Source: an optimization exercise on an open RTL-to-GDS flow (aim: small area). Production flows keep margins and buffers that such runs may drop.
Function was checked by simulation only, so behaviour that the tests miss may differ from the original.
Power is estimated from default activity; no workload was simulated.

==> pepper: inputs <==
==> flow/design.v (excerpt) <==
module top_led_controller (
    input  wire        clk,          
    input  wire        rst,          
    input  wire        key_s2,       
    input  wire        key_s3,       
    input  wire        sw0,          
    output wire [7:0]  led_en,       
    output wire [7:0]  led_cx        
);
parameter STUDENT_ID_TEN = 4'h5;
parameter STUDENT_ID_ONE = 4'h0;
wire [7:0]  cnt_s3_no_deb_out;
wire [7:0]  cnt_s3_deb_out;
wire [7:0]  cnt_dec_0_30_out;
wire        key_s3_deb_rise;
wire        key_s3_raw_rise;
wire        key_s2_deb_out;
wire [31:0] display = {
    STUDENT_ID_TEN, STUDENT_ID_ONE,
    cnt_s3_no_deb_out, cnt_s3_deb_out, cnt_dec_0_30_out
};
led_ctrl_unit u_led_ctrl_unit (
    .clk(clk), .rst(rst), .display_en(sw0), .display(display),
    .led_en(led_en), .led_cx(led_cx)
);
key_debounce_15ms u_key_debounce_15ms_for_key_3 (
    .clk(clk), .rst(rst), .key_in(key_s3),
    .key_out(), .rise_pulse(key_s3_deb_rise), .raw_rise(key_s3_raw_rise)
);
key_debounce_15ms u_key_debounce_15ms_for_key_2 (
    .clk(clk), .rst(rst), .key_in(key_s2),
    .key_out(key_s2_deb_out), .rise_pulse(), .raw_rise()
);
cnt_s3_no_debounce u_cnt_s3_no_debounce (
    .clk(clk), .rst(rst), .inc(key_s3_raw_rise), .cnt_out(cnt_s3_no_deb_out)
);
cnt_s3_with_debounce u_cnt_s3_with_debounce (
    .clk(clk), .rst(rst), .inc(key_s3_deb_rise), .cnt_out(cnt_s3_deb_out)
);
cnt_decimal_0_30 u_cnt_decimal_0_30 (
    .clk(clk), .rst(rst), .key_s2(key_s2_deb_out), .cnt_out(cnt_dec_0_30_out)
);
endmodule
export LEC_CHECK = 0
export CAP_MARGIN = 20
export CORE_MARGIN = 2
export CORE_UTILIZATION = 75
export PLACE_DENSITY = 0.85
export SLEW_MARGIN = 20
create_clock -name core_clock -period 10.0 [get_ports {clk}]
standard.sh (not shown) runs the stock make flow with config.mk's settings and CLKGATE_MAP_FILE= SYNTH_SCRIPT=/design/flow/synth_recipe.tcl, a recipe that flattens the netlist after the stock synthesis.
==> flow/flow/run.sh <==
#!/bin/bash
# The standard layout with these changes:
#  - after the standard synthesis, its combinational logic is remapped for
#    area (remap.tcl); flip-flops keep the standard synthesis's names and cells
#  - port buffers are the smallest buffer (buf_1)
#  - clock tree synthesis uses clkbuf_4 and no dummy loads
# Each tool's output goes to a log file of its own in this folder (and ORFS's
# per-step logs under orfs/logs).
set -euo pipefail
FLOW_DIR="$(cd "$(dirname "${BASH_SOURCE[0]}")" && pwd)"
KNOBS=(
  "BUFFER_PORTS_ARGS=-buffer_cell sky130_fd_sc_hd__buf_1"
  "CTS_ARGS=-sink_clustering_enable -repair_clock_nets -buf_list sky130_fd_sc_hd__clkbuf_4 -dont_use_dummy_load"
)
RESULTS="orfs/results/${FLOW_PLATFORM:-sky130hd}/top_led_controller/base"
YOSYS="$(command -v yosys || echo "$FLOW_HOME/../tools/install/yosys/bin/yosys")"

bash standard.sh "${KNOBS[@]}" synth > synth.log 2>&1

cp "$RESULTS/1_2_yosys.v" "$RESULTS/1_2_yosys_standard.v"
REMAP_LIB="$FLOW_HOME/platforms/sky130hd/lib/sky130_fd_sc_hd__tt_025C_1v80.lib" \
REMAP_DIR="$FLOW_DIR" \
REMAP_IN="$RESULTS/1_2_yosys_standard.v" \
REMAP_OUT="$RESULTS/1_2_yosys.v" \
REMAP_TOP="${FLOW_TOP:-top_led_controller}" \
  "$YOSYS" -c "$FLOW_DIR/remap.tcl" > remap.log 2>&1
# make rebuilds the synthesis database from the remapped netlist
rm -f "$RESULTS/1_synth.odb" "$RESULTS/1_synth.sdc"

bash standard.sh "${KNOBS[@]}" finish > standard.log 2>&1
==> flow/flow/dont_use.txt <==
sky130_fd_sc_hd__lpflow_bleeder_1
sky130_fd_sc_hd__lpflow_clkbufkapwr_1
sky130_fd_sc_hd__lpflow_clkbufkapwr_16
sky130_fd_sc_hd__lpflow_clkbufkapwr_2
sky130_fd_sc_hd__lpflow_clkbufkapwr_4
sky130_fd_sc_hd__lpflow_clkbufkapwr_8
sky130_fd_sc_hd__lpflow_clkinvkapwr_1
sky130_fd_sc_hd__lpflow_clkinvkapwr_16
sky130_fd_sc_hd__lpflow_clkinvkapwr_2
sky130_fd_sc_hd__lpflow_clkinvkapwr_4
sky130_fd_sc_hd__lpflow_clkinvkapwr_8
sky130_fd_sc_hd__lpflow_decapkapwr_12
sky130_fd_sc_hd__lpflow_decapkapwr_3
sky130_fd_sc_hd__lpflow_decapkapwr_4
sky130_fd_sc_hd__lpflow_decapkapwr_6
sky130_fd_sc_hd__lpflow_decapkapwr_8
sky130_fd_sc_hd__lpflow_inputiso0n_1
sky130_fd_sc_hd__lpflow_inputiso0p_1
sky130_fd_sc_hd__lpflow_inputiso1n_1
sky130_fd_sc_hd__lpflow_inputiso1p_1
sky130_fd_sc_hd__lpflow_inputisolatch_1
sky130_fd_sc_hd__lpflow_isobufsrc_1
sky130_fd_sc_hd__lpflow_isobufsrc_16
sky130_fd_sc_hd__lpflow_isobufsrc_2
sky130_fd_sc_hd__lpflow_isobufsrc_4
sky130_fd_sc_hd__lpflow_isobufsrc_8
sky130_fd_sc_hd__lpflow_isobufsrckapwr_16
sky130_fd_sc_hd__lpflow_lsbuf_lh_hl_isowell_tap_1
sky130_fd_sc_hd__lpflow_lsbuf_lh_hl_isowell_tap_2
sky130_fd_sc_hd__lpflow_lsbuf_lh_hl_isowell_tap_4
sky130_fd_sc_hd__lpflow_lsbuf_lh_isowell_4
sky130_fd_sc_hd__lpflow_lsbuf_lh_isowell_tap_1
sky130_fd_sc_hd__lpflow_lsbuf_lh_isowell_tap_2
sky130_fd_sc_hd__lpflow_lsbuf_lh_isowell_tap_4
sky130_fd_sc_hd__probe_p_8
sky130_fd_sc_hd__probec_p_8
==> flow/flow/remap.abc <==
strash
&get -n
&deepsyn -T 20
&st
&dch -f
&nf -R 1000 -p
&put
==> flow/flow/remap.tcl <==
# Remap the combinational logic of the standard synthesis netlist for area.
# Every flip-flop (and tie cell) instance is kept exactly as the standard
# synthesis made it: same name, same cell. Only the combinational cells are
# dissolved into logic and mapped again with ABC (remap.abc: deepsyn, choices,
# area-oriented mapping), then tie cells and pass-through buffers are added as
# ORFS's synthesis does.
yosys -import
set lib $::env(REMAP_LIB)
set dont_use {}
foreach c [split [string trim [exec cat $::env(REMAP_DIR)/dont_use.txt]] "\n"] {
  lappend dont_use -dont_use $c
}
read_liberty -ignore_miss_func $lib
blackbox sky130_fd_sc_hd__df* sky130_fd_sc_hd__conb_1
read_verilog $::env(REMAP_IN)
hierarchy -top $::env(REMAP_TOP)
flatten
opt_clean -purge
abc -liberty $lib {*}$dont_use -script $::env(REMAP_DIR)/remap.abc
splitnets
opt_clean -purge
hilomap -singleton -hicell sky130_fd_sc_hd__conb_1 HI -locell sky130_fd_sc_hd__conb_1 LO
insbuf -buf sky130_fd_sc_hd__buf_4 A X
read_liberty -lib $lib
check -assert -mapped
stat -liberty $lib
write_verilog -noattr -nohex -nodec $::env(REMAP_OUT)
==> inputs of tundra, as changes to pepper <==
==> flow/flow/run.sh (replaced) <==
#!/bin/bash
set -euo pipefail
bash standard.sh \
  "BUFFER_PORTS_ARGS=-buffer_cell sky130_fd_sc_hd__buf_1" \
  "CTS_ARGS=-sink_clustering_enable -repair_clock_nets -buf_list sky130_fd_sc_hd__clkbuf_4 -dont_use_dummy_load" \
  "RECOVER_POWER=100" \
  finish > standard.log 2>&1
removed: flow/flow/dont_use.txt
removed: flow/flow/remap.abc
removed: flow/flow/remap.tcl
==> inputs of amber, as changes to pepper <==
==> flow/flow/run.sh (replaced) <==
#!/bin/bash
set -euo pipefail
bash standard.sh \
  "BUFFER_PORTS_ARGS=-buffer_cell sky130_fd_sc_hd__buf_1" \
  "CTS_ARGS=-sink_clustering_enable -repair_clock_nets -buf_list sky130_fd_sc_hd__clkbuf_4 -dont_use_dummy_load" \
  finish > standard.log 2>&1
removed: flow/flow/dont_use.txt
removed: flow/flow/remap.abc
removed: flow/flow/remap.tcl
==> inputs of yarrow, as changes to pepper <==
--- a/flow/flow/run.sh
+++ b/flow/flow/run.sh
@@ -15,3 +15,2 @@
 RESULTS="orfs/results/${FLOW_PLATFORM:-sky130hd}/top_led_controller/base"
-YOSYS="$(command -v yosys || echo "$FLOW_HOME/../tools/install/yosys/bin/yosys")"
 
@@ -25,3 +24,3 @@
 REMAP_TOP="${FLOW_TOP:-top_led_controller}" \
-  "$YOSYS" -c "$FLOW_DIR/remap.tcl" > remap.log 2>&1
+  yosys -c "$FLOW_DIR/remap.tcl" > remap.log 2>&1
 # make rebuilds the synthesis database from the remapped netlist
==> comparison table <==
item                                                                                                    tundra                       amber                      pepper                      yarrow
Multi-input logic portion of the cell area                                                               0.282                       0.286                       0.265                       0.265
Crit path buf inv count                                                                                      3                           1                           1                           1
Start point of the critical path                                                                           rst  u_led_ctrl_unit.bit_cnt[0]  u_led_ctrl_unit.bit_cnt[2]  u_led_ctrl_unit.bit_cnt[2]
Synth Net Count                                                                                            337                         337                         328                         328
Share of synthesized cell area in and, or, nand and nor gates                                            0.145                       0.145                           -                           -
Actual transition at the worst max-transition pin                                                      3.82 ns                     1.00 ns                     1.00 ns                     1.00 ns
Die height                                                                                             78.4 um                     78.4 um                     76.9 um                     76.9 um
Power drawn by the clock network                                                                        212 uW                      212 uW                      216 uW                      216 uW
Number of placed cells counting well taps                                                                  410                         410                         413                         413
Number of cells on the critical path                                                                         3                           5                          11                          11
Run status                                                                                     failed layout checks    timing/DRC/antenna clean    timing/DRC/antenna clean    timing/DRC/antenna clean
Layout check failures                                          max-capacitance violations, max-slew violations                           -                           -                           -
Final core utilization                                                                                   0.804                       0.810                       0.837                       0.837
Routed wire length on met3                                                                              307 um                      303 um                      396 um                      396 um
Multi-input gate area                                                                               1230 sq um                  1260 sq um                  1130 sq um                  1130 sq um
Area of the core region                                                                             5440 sq um                  5440 sq um                  5110 sq um                  5110 sq um

static timing again, ports no longer ideal:
The flow's constraints put no driver on any port. The routed layouts listed below were extracted and timed again, unchanged, in two steps. Step 1 (the two cells are an assumption about what drives the block):
set clk [get_ports {clk}]
set_driving_cell -lib_cell sky130_fd_sc_hd__clkbuf_16 $clk
set_driving_cell -lib_cell sky130_fd_sc_hd__buf_2 [delete_from_list [all_inputs] $clk]
Step 2 moves the port delays by t, midway between the first and last clock arrival at a register: inputs arrive t later, outputs are due t later. That takes back most of the time a late clock gives input paths. a / b / c = no drivers / after step 1 / after step 2; a / b = the first two.
run	t, ns	setup slack, ns	hold WS [ns]	worst register clock-pin slew, ns
pepper	0.514	4.817 / 4.787 / 5.301	0.324 / 0.324 / 0.324	0.11 / 0.11
tundra	0.509	4.869 / 4.872 / 4.363	0.350 / 0.350 / 0.350	0.11 / 0.11
amber	0.504	5.373 / 5.346 / 5.850	0.345 / 0.345 / 0.345	0.11 / 0.11
yarrow	0.514	4.817 / 4.787 / 5.301	0.324 / 0.324 / 0.324	0.11 / 0.11
The setup slack of tundra, which loses most, moves by +0.003 ns with the drivers and by -0.506 ns with both steps. Setup slack includes reset recovery checks.
